This design comes from an exercise in tuning for small area and a short achievable clock period on the open sky130 flow, not from production work.
Where RTL was checked, it was by simulation tests only, not by an equivalence proof against the original.
Power figures rest on the tool's default switching activity, not on a simulated workload.

==> module sync_vg, before the edit <==
module sync_vg (
 input wire clk,
 input wire reset,
 input wire interlaced,
 input wire [11:0] v_total_0,
 input wire [11:0] v_fp_0,
 input wire [11:0] v_bp_0,
 input wire [11:0] v_sync_0,
 input wire [11:0] v_total_1,
 input wire [11:0] v_fp_1,
 input wire [11:0] v_bp_1,
 input wire [11:0] v_sync_1,
 input wire [11:0] h_total,
 input wire [11:0] h_fp,
 input wire [11:0] h_bp,
 input wire [11:0] h_sync,
 input wire [11:0] hv_offset_0,
 input wire [11:0] hv_offset_1,
 output reg vs_out,
 output reg hs_out,
 output reg de_out,
 output reg [12:0] v_count_out,
 output reg [11:0] h_count_out,
 output reg [11:0] x_out,
 output reg [12:0] y_out,
 output reg field_out
);
function [12:0] inc12;
 input [11:0] x;
 integer i;
 begin
  inc12[0] = ~x[0];
  for (i = 1; i < 12; i = i + 1)
   inc12[i] = x[i] ^ (&(x | ~((12'd1 << i) - 12'd1)));
  inc12[12] = &x;
 end
endfunction
function [12:0] inc13;
 input [12:0] x;
 integer i;
 begin
  inc13[0] = ~x[0];
  for (i = 1; i < 13; i = i + 1)
   inc13[i] = x[i] ^ (&(x | ~((13'd1 << i) - 13'd1)));
 end
endfunction
function sum_eq;
 input [11:0] a, b, c;
 reg [12:0] s, cy;
 begin
  s  = {1'b0, a} ^ {1'b0, b} ^ {1'b1, ~c};
  cy = ({1'b0, a} & {1'b0, b}) | ({1'b0, a} & {1'b1, ~c}) | ({1'b0, b} & {1'b1, ~c});
  sum_eq = &(s ^ {cy[11:0], 1'b0});
 end
endfunction
reg [11:0] h;
reg [11:0] v;
reg field;
reg lo_r, hi_r, vlo_r, vhi_r, le_d;
reg il;
reg [11:0] hk_r, vk0_r, vk1_r;
wire [11:0] vt  = field ? v_total_1 : v_total_0;
wire [11:0] vfp = (il & ~field) ? v_fp_1 : v_fp_0;
wire [11:0] vsy = field ? v_sync_1 : v_sync_0;
wire [11:0] hvo = field ? hv_offset_1 : hv_offset_0;
wire [11:0] vk = field ? vk1_r : vk0_r;              
wire h0 = ~|h;
wire [12:0] hp1 = inc12(h);
wire line_end = (hp1 == {1'b0, h_total});
wire lo = h0 ? ~|hk_r : (lo_r | (&x_out));           
wire [12:0] x_nx = inc12(h0 ? ~hk_r : x_out);
wire [11:0] x_next = x_nx[11:0];
wire hi = h0 | (hi_r & ~sum_eq(h, h_fp, h_total));    
wire v0 = ~|v;
wire [12:0] vp1 = inc12(v);
wire frame_end = (vp1 == {1'b0, vt});
wire [12:0] y_base = v0 ? (il ? {~vk, field} : {1'b0, ~vk}) : y_out;
wire [12:0] y_cy;
assign y_cy[0] = ~il;
assign y_cy[1] = il | y_base[0];
genvar gi;
generate for (gi = 2; gi <= 12; gi = gi + 1) begin : ycarry
 assign y_cy[gi] = y_cy[1] & (&y_base[gi-1:1]);
end endgenerate
wire [12:0] y_next = y_base ^ {y_cy[12] & il, y_cy[11:0]};
wire y_ones = (&y_out[11:1]) & (il ? y_out[12] : y_out[0]);
wire vlo = v0 ? ~|vk : (vlo_r | (le_d & y_ones));    
wire vhi = v0 | (vhi_r & ~(le_d & sum_eq(v, vfp, vt)));   
wire v_en = v0 | le_d;
wire at_hvo = (h == hvo);
always @(posedge clk) begin
 il <= interlaced;
 hk_r <= h_sync + h_bp;
 vk0_r <= v_sync_0 + v_bp_0;
 vk1_r <= v_sync_1 + v_bp_1;
 lo_r <= lo;
 hi_r <= hi;
 vlo_r <= vlo;
 vhi_r <= vhi;
 if (reset) begin
  h <= 12'd0;
  v <= 12'd0;
  field <= 1'b0;
  le_d <= 1'b0;
  vs_out <= 1'b0;
  hs_out <= 1'b0;
  de_out <= 1'b0;
  field_out <= 1'b0;
 end else begin
  h <= line_end ? 12'd0 : hp1[11:0];
  if (line_end)
   v <= frame_end ? 12'd0 : vp1[11:0];
  if (il & line_end & frame_end)
   field <= ~field;
  le_d <= line_end;
  hs_out <= (h < h_sync);
  de_out <= lo & hi & vlo & vhi;
  if (v0 & at_hvo)
   vs_out <= 1'b1;
  else if ((v == vsy) & at_hvo)
   vs_out <= 1'b0;
  h_count_out <= h;
  x_out <= x_next;
  if (v_en) begin
   v_count_out <= v0 ? (field ? {1'b0, v_total_0} : 13'd0) : inc13(v_count_out);
   y_out <= y_next;
  end
  field_out <= field;
 end
end
endmodule
clock: 5.0 ns
lec_check: 0
cap_margin: 20
core_area: 2.3 2.72 207.7 207.12
die_area: 0 0 210 210
setup_slack_margin: 2.5
slew_margin: 20
standard.sh (not shown) runs the stock make flow with config.mk's settings and CLKGATE_MAP_FILE= SYNTH_SCRIPT=/design/flow/synth_recipe.tcl, a recipe that flattens the netlist after the stock synthesis.
==> flow/flow/run.sh <==
#!/bin/bash
set -euo pipefail
export BUFFER_PORTS_ARGS="-buffer_cell sky130_fd_sc_hd__buf_1"
bash standard.sh > standard_flow.log 2>&1
==> next run, changes <==
--- a/flow/design.v
+++ b/flow/design.v
@@ -43,8 +43,17 @@
   for (i = 1; i < 13; i = i + 1)
    inc13[i] = x[i] ^ (&(x | ~((13'd1 << i) - 13'd1)));
  end
 endfunction
+function inc_eq;
+ input [11:0] x, y;
+ reg [12:0] a, b;
+ begin
+  a = {1'b0, y};
+  b = {1'b1, ~x};
+  inc_eq = ((a ^ b) == {(a[11:0] | b[11:0]), 1'b0});
+ end
+endfunction
 function sum_eq;
  input [11:0] a, b, c;
  reg [12:0] s, cy;
  begin
@@ -56,25 +65,25 @@
 reg [11:0] h;
 reg [11:0] v;
 reg field;
 reg lo_r, hi_r, vlo_r, vhi_r, le_d;
+reg h0, v0;       
+reg fp1;          
 reg il;
 reg [11:0] hk_r, vk0_r, vk1_r;
 wire [11:0] vt  = field ? v_total_1 : v_total_0;
-wire [11:0] vfp = (il & ~field) ? v_fp_1 : v_fp_0;
+wire [11:0] vfp = fp1 ? v_fp_1 : v_fp_0;
 wire [11:0] vsy = field ? v_sync_1 : v_sync_0;
 wire [11:0] hvo = field ? hv_offset_1 : hv_offset_0;
 wire [11:0] vk = field ? vk1_r : vk0_r;              
-wire h0 = ~|h;
 wire [12:0] hp1 = inc12(h);
-wire line_end = (hp1 == {1'b0, h_total});
+wire line_end = inc_eq(h, h_total);
 wire lo = h0 ? ~|hk_r : (lo_r | (&x_out));           
 wire [12:0] x_nx = inc12(h0 ? ~hk_r : x_out);
 wire [11:0] x_next = x_nx[11:0];
 wire hi = h0 | (hi_r & ~sum_eq(h, h_fp, h_total));    
-wire v0 = ~|v;
 wire [12:0] vp1 = inc12(v);
-wire frame_end = (vp1 == {1'b0, vt});
+wire frame_end = inc_eq(v, vt);
 wire [12:0] y_base = v0 ? (il ? {~vk, field} : {1'b0, ~vk}) : y_out;
 wire [12:0] y_cy;
 assign y_cy[0] = ~il;
 assign y_cy[1] = il | y_base[0];
@@ -99,20 +108,28 @@
  vhi_r <= vhi;
  if (reset) begin
   h <= 12'd0;
   v <= 12'd0;
+  h0 <= 1'b1;
+  v0 <= 1'b1;
+  fp1 <= interlaced;
   field <= 1'b0;
   le_d <= 1'b0;
   vs_out <= 1'b0;
   hs_out <= 1'b0;
   de_out <= 1'b0;
   field_out <= 1'b0;
  end else begin
   h <= line_end ? 12'd0 : hp1[11:0];
-  if (line_end)
+  h0 <= line_end | hp1[12];
+  if (line_end) begin
    v <= frame_end ? 12'd0 : vp1[11:0];
-  if (il & line_end & frame_end)
+   v0 <= frame_end | vp1[12];
+  end
+  if (il & line_end & frame_end) begin
    field <= ~field;
+   fp1 <= field;
+  end
   le_d <= line_end;
   hs_out <= (h < h_sync);
   de_out <= lo & hi & vlo & vhi;
   if (v0 & at_hvo)
Result:
- The new run passed the timing, DRC and antenna checks
- via count shrinks by a little under a tenth
- hold slack is worse by 0.0086 ns
- count of clock-buffer cells in the layout shrinks by 3
- die area is unchanged
- power shrinks by roughly a tenth
- setup slack is better by 0.20 ns
- first-iteration DRC count grows by about a fifth
- sequential share of layout area grows by 1.6 points
- utilization shrinks by 2.2 points
- flip-flop and latch count grows by 3
- cell area shrinks by a few percent
The RTL of the first run of this note was laid out without a check of its function.

---

Setup of run a:
The RTL this note starts from:
==> flow/design.v <==
module sync_vg (
 input wire clk,
 input wire reset,
 input wire interlaced,
 input wire [11:0] v_total_0,
 input wire [11:0] v_fp_0,
 input wire [11:0] v_bp_0,
 input wire [11:0] v_sync_0,
 input wire [11:0] v_total_1,
 input wire [11:0] v_fp_1,
 input wire [11:0] v_bp_1,
 input wire [11:0] v_sync_1,
 input wire [11:0] h_total,
 input wire [11:0] h_fp,
 input wire [11:0] h_bp,
 input wire [11:0] h_sync,
 input wire [11:0] hv_offset_0,
 input wire [11:0] hv_offset_1,
 output reg vs_out,
 output reg hs_out,
 output reg de_out,
 output reg [12:0] v_count_out,
 output reg [11:0] h_count_out,
 output reg [11:0] x_out,
 output reg [12:0] y_out,
 output reg field_out
);
function sum_eq;
 input [11:0] a, b, c;
 reg [12:0] s, cy;
 begin
  s  = {1'b0, a} ^ {1'b0, b} ^ {1'b1, ~c};
  cy = ({1'b0, a} & {1'b0, b}) | ({1'b0, a} & {1'b1, ~c}) | ({1'b0, b} & {1'b1, ~c});
  sum_eq = &(s ^ {cy[11:0], 1'b0});
 end
endfunction
reg [11:0] h;
reg [11:0] v;
reg field;
reg lo_r, hi_r, vlo_r, vhi_r, le_d;
reg il;
reg [11:0] hk_r, vk0_r, vk1_r;
wire [11:0] vt  = field ? v_total_1 : v_total_0;
wire [11:0] vfp = (il & ~field) ? v_fp_1 : v_fp_0;
wire [11:0] vsy = field ? v_sync_1 : v_sync_0;
wire [11:0] hvo = field ? hv_offset_1 : hv_offset_0;
wire [11:0] vk = field ? vk1_r : vk0_r;              
wire h0 = ~|h;
wire [12:0] hp1 = {1'b0, h} + 13'd1;
wire line_end = (hp1 == {1'b0, h_total});
wire lo = h0 ? ~|hk_r : (lo_r | (&x_out));           
wire [11:0] x_next = (h0 ? ~hk_r : x_out) + 12'd1;
wire hi = h0 | (hi_r & ~sum_eq(h, h_fp, h_total));    
wire v0 = ~|v;
wire [12:0] vp1 = {1'b0, v} + 13'd1;
wire frame_end = (vp1 == {1'b0, vt});
wire [12:0] y_base = v0 ? (il ? {~vk, field} : {1'b0, ~vk}) : y_out;
wire [12:0] y_cy;
assign y_cy[0] = ~il;
assign y_cy[1] = il | y_base[0];
genvar gi;
generate for (gi = 2; gi <= 12; gi = gi + 1) begin : ycarry
 assign y_cy[gi] = y_cy[gi-1] & y_base[gi-1];
end endgenerate
wire [12:0] y_next = y_base ^ {y_cy[12] & il, y_cy[11:0]};
wire y_ones = (&y_out[11:1]) & (il ? y_out[12] : y_out[0]);
wire vlo = v0 ? ~|vk : (vlo_r | (le_d & y_ones));    
wire vhi = v0 | (vhi_r & ~(le_d & sum_eq(v, vfp, vt)));   
wire v_en = v0 | le_d;
wire at_hvo = (h == hvo);
always @(posedge clk) begin
 il <= interlaced;
 hk_r <= h_sync + h_bp;
 vk0_r <= v_sync_0 + v_bp_0;
 vk1_r <= v_sync_1 + v_bp_1;
 lo_r <= lo;
 hi_r <= hi;
 vlo_r <= vlo;
 vhi_r <= vhi;
 if (reset) begin
  h <= 12'd0;
  v <= 12'd0;
  field <= 1'b0;
  le_d <= 1'b0;
  vs_out <= 1'b0;
  hs_out <= 1'b0;
  de_out <= 1'b0;
  field_out <= 1'b0;
 end else begin
  h <= line_end ? 12'd0 : hp1[11:0];
  if (line_end)
   v <= frame_end ? 12'd0 : vp1[11:0];
  if (il & line_end & frame_end)
   field <= ~field;
  le_d <= line_end;
  hs_out <= (h < h_sync);
  de_out <= lo & hi & vlo & vhi;
  if (v0 & at_hvo)
   vs_out <= 1'b1;
  else if ((v == vsy) & at_hvo)
   vs_out <= 1'b0;
  h_count_out <= h;
  x_out <= x_next;
  if (v_en) begin
   v_count_out <= v0 ? (field ? {1'b0, v_total_0} : 13'd0) : v_count_out + 13'd1;
   y_out <= y_next;
  end
  field_out <= field;
 end
end
endmodule
module pattern_vg (
 input wire reset,
 input wire clk_in,
 input wire [11:0] x,
 input wire [11:0] y,
 input wire vn_in, hn_in, dn_in,
 input wire [7:0] r_in, g_in, b_in,
 output reg vn_out, hn_out, den_out,
 output reg [7:0] r_out, g_out, b_out,
 input wire [11:0] total_active_pix,
 input wire [11:0] total_active_lines,
 input wire [7:0] pattern,
 input wire [19:0] ramp_step
);
reg [11:0] ramp_lo;
reg [7:0] ramp_hi;
reg ramp_c;
wire [12:0] lo_sum = {1'b0, ramp_lo} + {1'b0, ramp_step[11:0]};
wire [7:0] hi_sum = ramp_hi + ramp_step[19:12] + {7'd0, ramp_c};
wire [7:0] ramp_q = ramp_hi + {7'd0, ramp_c};        
wire [12:0] xl_a = {1'b0, total_active_pix};
wire [12:0] xl_b = {1'b1, ~x};
wire x_last = ((xl_a ^ xl_b) == {(xl_a[11:0] | xl_b[11:0]), 1'b0});
wire [12:0] yl_a = {1'b0, total_active_lines};
wire [12:0] yl_b = {1'b1, ~y};
wire y_last = ((yl_a ^ yl_b) == {(yl_a[11:0] | yl_b[11:0]), 1'b0});
wire x_first = (x == 12'd0);
wire border = dn_in & ((y == 12'd0) | x_first | x_last | y_last);
wire sel_in = (pattern == 8'd0) | ((pattern == 8'd1) & ~border);
wire sel_ff = ((pattern == 8'd1) & border) | ((pattern == 8'd2) & dn_in & x[0]) |
              ((pattern == 8'd3) & dn_in & y[0]);
wire sel_ramp = (pattern == 8'd4);
wire upd = (pattern[7:3] == 5'd0) & (~pattern[2] | (pattern[1:0] == 2'd0));
always @(posedge clk_in) begin
 vn_out <= vn_in;
 hn_out <= hn_in;
 den_out <= dn_in;
 if (reset) begin
  ramp_lo <= 12'd0;
  ramp_hi <= 8'd0;
  ramp_c <= 1'b0;
 end else if (sel_ramp & dn_in) begin
  if (x_last) begin
   ramp_lo <= 12'd0;
   ramp_hi <= 8'd0;
   ramp_c <= 1'b0;
  end else if (x_first) begin
   ramp_lo <= ramp_step[11:0];
   ramp_hi <= ramp_step[19:12];
   ramp_c <= 1'b0;
  end else begin
   ramp_lo <= lo_sum[11:0];
   ramp_hi <= hi_sum;
   ramp_c <= lo_sum[12];
  end
 end
 if (~reset & upd) begin
  r_out <= sel_in ? r_in : sel_ramp ? ramp_q : {8{sel_ff}};
  g_out <= sel_in ? g_in : sel_ramp ? ramp_q : {8{sel_ff}};
  b_out <= sel_in ? b_in : sel_ramp ? ramp_q : {8{sel_ff}};
 end
end
endmodule
module video_gen (
  input  wire        clk,
  input  wire        reset,
  input  wire        interlaced,
  input  wire [11:0] v_total_0,
  input  wire [11:0] v_fp_0,
  input  wire [11:0] v_bp_0,
  input  wire [11:0] v_sync_0,
  input  wire [11:0] v_total_1,
  input  wire [11:0] v_fp_1,
  input  wire [11:0] v_bp_1,
  input  wire [11:0] v_sync_1,
  input  wire [11:0] h_total,
  input  wire [11:0] h_fp,
  input  wire [11:0] h_bp,
  input  wire [11:0] h_sync,
  input  wire [11:0] hv_offset_0,
  input  wire [11:0] hv_offset_1,
  input  wire [11:0] total_active_pix,
  input  wire [11:0] total_active_lines,
  input  wire [7:0]  pattern,
  input  wire [19:0] ramp_step,
  input  wire [7:0]  r_in,
  input  wire [7:0]  g_in,
  input  wire [7:0]  b_in,
  output wire [12:0] v_count_out,
  output wire [11:0] h_count_out,
  output wire [11:0] x_out,
  output wire [12:0] y_out,
  output wire        field_out,
  output wire        vs_out,
  output wire        hs_out,
  output wire        de_out,
  output wire [7:0]  r_out,
  output wire [7:0]  g_out,
  output wire [7:0]  b_out
);
wire vs_t, hs_t, de_t;
sync_vg i_sync_vg (
  .clk(clk),
  .reset(reset),
  .interlaced(interlaced),
  .v_total_0(v_total_0),
  .v_fp_0(v_fp_0),
  .v_bp_0(v_bp_0),
  .v_sync_0(v_sync_0),
  .v_total_1(v_total_1),
  .v_fp_1(v_fp_1),
  .v_bp_1(v_bp_1),
  .v_sync_1(v_sync_1),
  .h_total(h_total),
  .h_fp(h_fp),
  .h_bp(h_bp),
  .h_sync(h_sync),
  .hv_offset_0(hv_offset_0),
  .hv_offset_1(hv_offset_1),
  .vs_out(vs_t),
  .hs_out(hs_t),
  .de_out(de_t),
  .v_count_out(v_count_out),
  .h_count_out(h_count_out),
  .x_out(x_out),
  .y_out(y_out),
  .field_out(field_out)
);
pattern_vg i_pattern_vg (
  .reset(reset),
  .clk_in(clk),
  .x(x_out),
  .y(y_out[11:0]),
  .vn_in(vs_t),
  .hn_in(hs_t),
  .dn_in(de_t),
  .r_in(r_in),
  .g_in(g_in),
  .b_in(b_in),
  .vn_out(vs_out),
  .hn_out(hs_out),
  .den_out(de_out),
  .r_out(r_out),
  .g_out(g_out),
  .b_out(b_out),
  .total_active_pix(total_active_pix),
  .total_active_lines(total_active_lines),
  .pattern(pattern),
  .ramp_step(ramp_step)
);
endmodule
clock: 5.0 ns
lec_check: 0
cap_margin: 20
core_area: 2.3 2.72 207.7 207.12
die_area: 0 0 210 210
slew_margin: 20
Scripts as last shown in full above: flow/flow/run.sh
### run a -> run b
-- flow/design.v --
<<< run a, line 26
 output reg field_out
);
function sum_eq;
 input [11:0] a, b, c;
>>> run b, line 26
 output reg field_out
);
function [12:0] inc12;
 input [11:0] x;
 integer i;
 begin
  inc12[0] = ~x[0];
  for (i = 1; i < 12; i = i + 1)
   inc12[i] = x[i] ^ (&(x | ~((12'd1 << i) - 12'd1)));
  inc12[12] = &x;
 end
endfunction
function [12:0] inc13;
 input [12:0] x;
 integer i;
 begin
  inc13[0] = ~x[0];
  for (i = 1; i < 13; i = i + 1)
   inc13[i] = x[i] ^ (&(x | ~((13'd1 << i) - 13'd1)));
 end
endfunction
function sum_eq;
 input [11:0] a, b, c;
<<< run a, line 47
wire [11:0] vk = field ? vk1_r : vk0_r;              
wire h0 = ~|h;
wire [12:0] hp1 = {1'b0, h} + 13'd1;
wire line_end = (hp1 == {1'b0, h_total});
wire lo = h0 ? ~|hk_r : (lo_r | (&x_out));           
wire [11:0] x_next = (h0 ? ~hk_r : x_out) + 12'd1;
wire hi = h0 | (hi_r & ~sum_eq(h, h_fp, h_total));    
wire v0 = ~|v;
wire [12:0] vp1 = {1'b0, v} + 13'd1;
wire frame_end = (vp1 == {1'b0, vt});
wire [12:0] y_base = v0 ? (il ? {~vk, field} : {1'b0, ~vk}) : y_out;
>>> run b, line 66
wire [11:0] vk = field ? vk1_r : vk0_r;              
wire h0 = ~|h;
wire [12:0] hp1 = inc12(h);
wire line_end = (hp1 == {1'b0, h_total});
wire lo = h0 ? ~|hk_r : (lo_r | (&x_out));           
wire [12:0] x_nx = inc12(h0 ? ~hk_r : x_out);
wire [11:0] x_next = x_nx[11:0];
wire hi = h0 | (hi_r & ~sum_eq(h, h_fp, h_total));    
wire v0 = ~|v;
wire [12:0] vp1 = inc12(v);
wire frame_end = (vp1 == {1'b0, vt});
wire [12:0] y_base = v0 ? (il ? {~vk, field} : {1'b0, ~vk}) : y_out;
<<< run a, line 61
genvar gi;
generate for (gi = 2; gi <= 12; gi = gi + 1) begin : ycarry
 assign y_cy[gi] = y_cy[gi-1] & y_base[gi-1];
end endgenerate
wire [12:0] y_next = y_base ^ {y_cy[12] & il, y_cy[11:0]};
>>> run b, line 81
genvar gi;
generate for (gi = 2; gi <= 12; gi = gi + 1) begin : ycarry
 assign y_cy[gi] = y_cy[1] & (&y_base[gi-1:1]);
end endgenerate
wire [12:0] y_next = y_base ^ {y_cy[12] & il, y_cy[11:0]};
<<< run a, line 103
  x_out <= x_next;
  if (v_en) begin
   v_count_out <= v0 ? (field ? {1'b0, v_total_0} : 13'd0) : v_count_out + 13'd1;
   y_out <= y_next;
  end
>>> run b, line 123
  x_out <= x_next;
  if (v_en) begin
   v_count_out <= v0 ? (field ? {1'b0, v_total_0} : 13'd0) : inc13(v_count_out);
   y_out <= y_next;
  end
<<< run a, line 129
wire [12:0] lo_sum = {1'b0, ramp_lo} + {1'b0, ramp_step[11:0]};
wire [7:0] hi_sum = ramp_hi + ramp_step[19:12] + {7'd0, ramp_c};
wire [7:0] ramp_q = ramp_hi + {7'd0, ramp_c};        
wire [12:0] xl_a = {1'b0, total_active_pix};
wire [12:0] xl_b = {1'b1, ~x};
>>> run b, line 149
wire [12:0] lo_sum = {1'b0, ramp_lo} + {1'b0, ramp_step[11:0]};
wire [7:0] hi_sum = ramp_hi + ramp_step[19:12] + {7'd0, ramp_c};
reg [7:0] ramp_q;                                    
integer qi;
always @* begin
 for (qi = 0; qi < 8; qi = qi + 1)
  ramp_q[qi] = ramp_hi[qi] ^ (ramp_c & (&(ramp_hi | ~((8'd1 << qi) - 8'd1))));
end
wire [12:0] xl_a = {1'b0, total_active_pix};
wire [12:0] xl_b = {1'b1, ~x};
Results
Across run a and run b, none had a timing, DRC or antenna violation. Run a -> run b: final layout net count decreased slightly. Diff run a -> run b | ratio of final minimum period to clock period | decrease of 7.0 points. For the clock buffer count in the final layout, run b came in 5 higher than run a did. The net count after synthesis number comes out higher for run a vs run b. Run b vs run a: clock group share of total power up. Run b vs run a, highest metal layer used by the detailed router: met5 vs met4.
Function was not checked in any run of this note: the RTL went through the layout flow alone.

[re-timing with driven ports]
The results above use ideal ports. As a check the final layouts listed here were re-extracted and re-timed, cells and wires unchanged. Step 1 assumes that a clkbuf_16 drives the clock port and a buf_2 every other input. Step 2 adds t to the input delays and takes it off the output delays; t is the mean of the earliest and latest rising clock arrival at the registers after step 1. Input paths then give back, and output paths get back, about the clock's delay inside the block. a / b / c = ideal ports / drivers / drivers and shift; a / b = the first two.
run | t, ns | setup slack, ns | worst data-port slew with drivers (ns) | pins driven straight from the clock port
the first run of note 1 | 0.508 | 2.129 / 2.129 / 1.924 | 0.07 | 1
the second run of note 1 | 0.500 | 2.329 / 2.329 / 1.935 | 0.07 | 1
run a | 0.505 | 0.546 / 0.546 / 0.546 | 0.06 | 1
run b | 0.510 | 0.898 / 0.898 / 0.898 | 0.07 | 1
After both steps setup and hold are still met in every run listed. For the second run of note 1, which loses most, drivers alone change the setup slack by 0.000 ns; drivers and shift together by -0.394 ns.
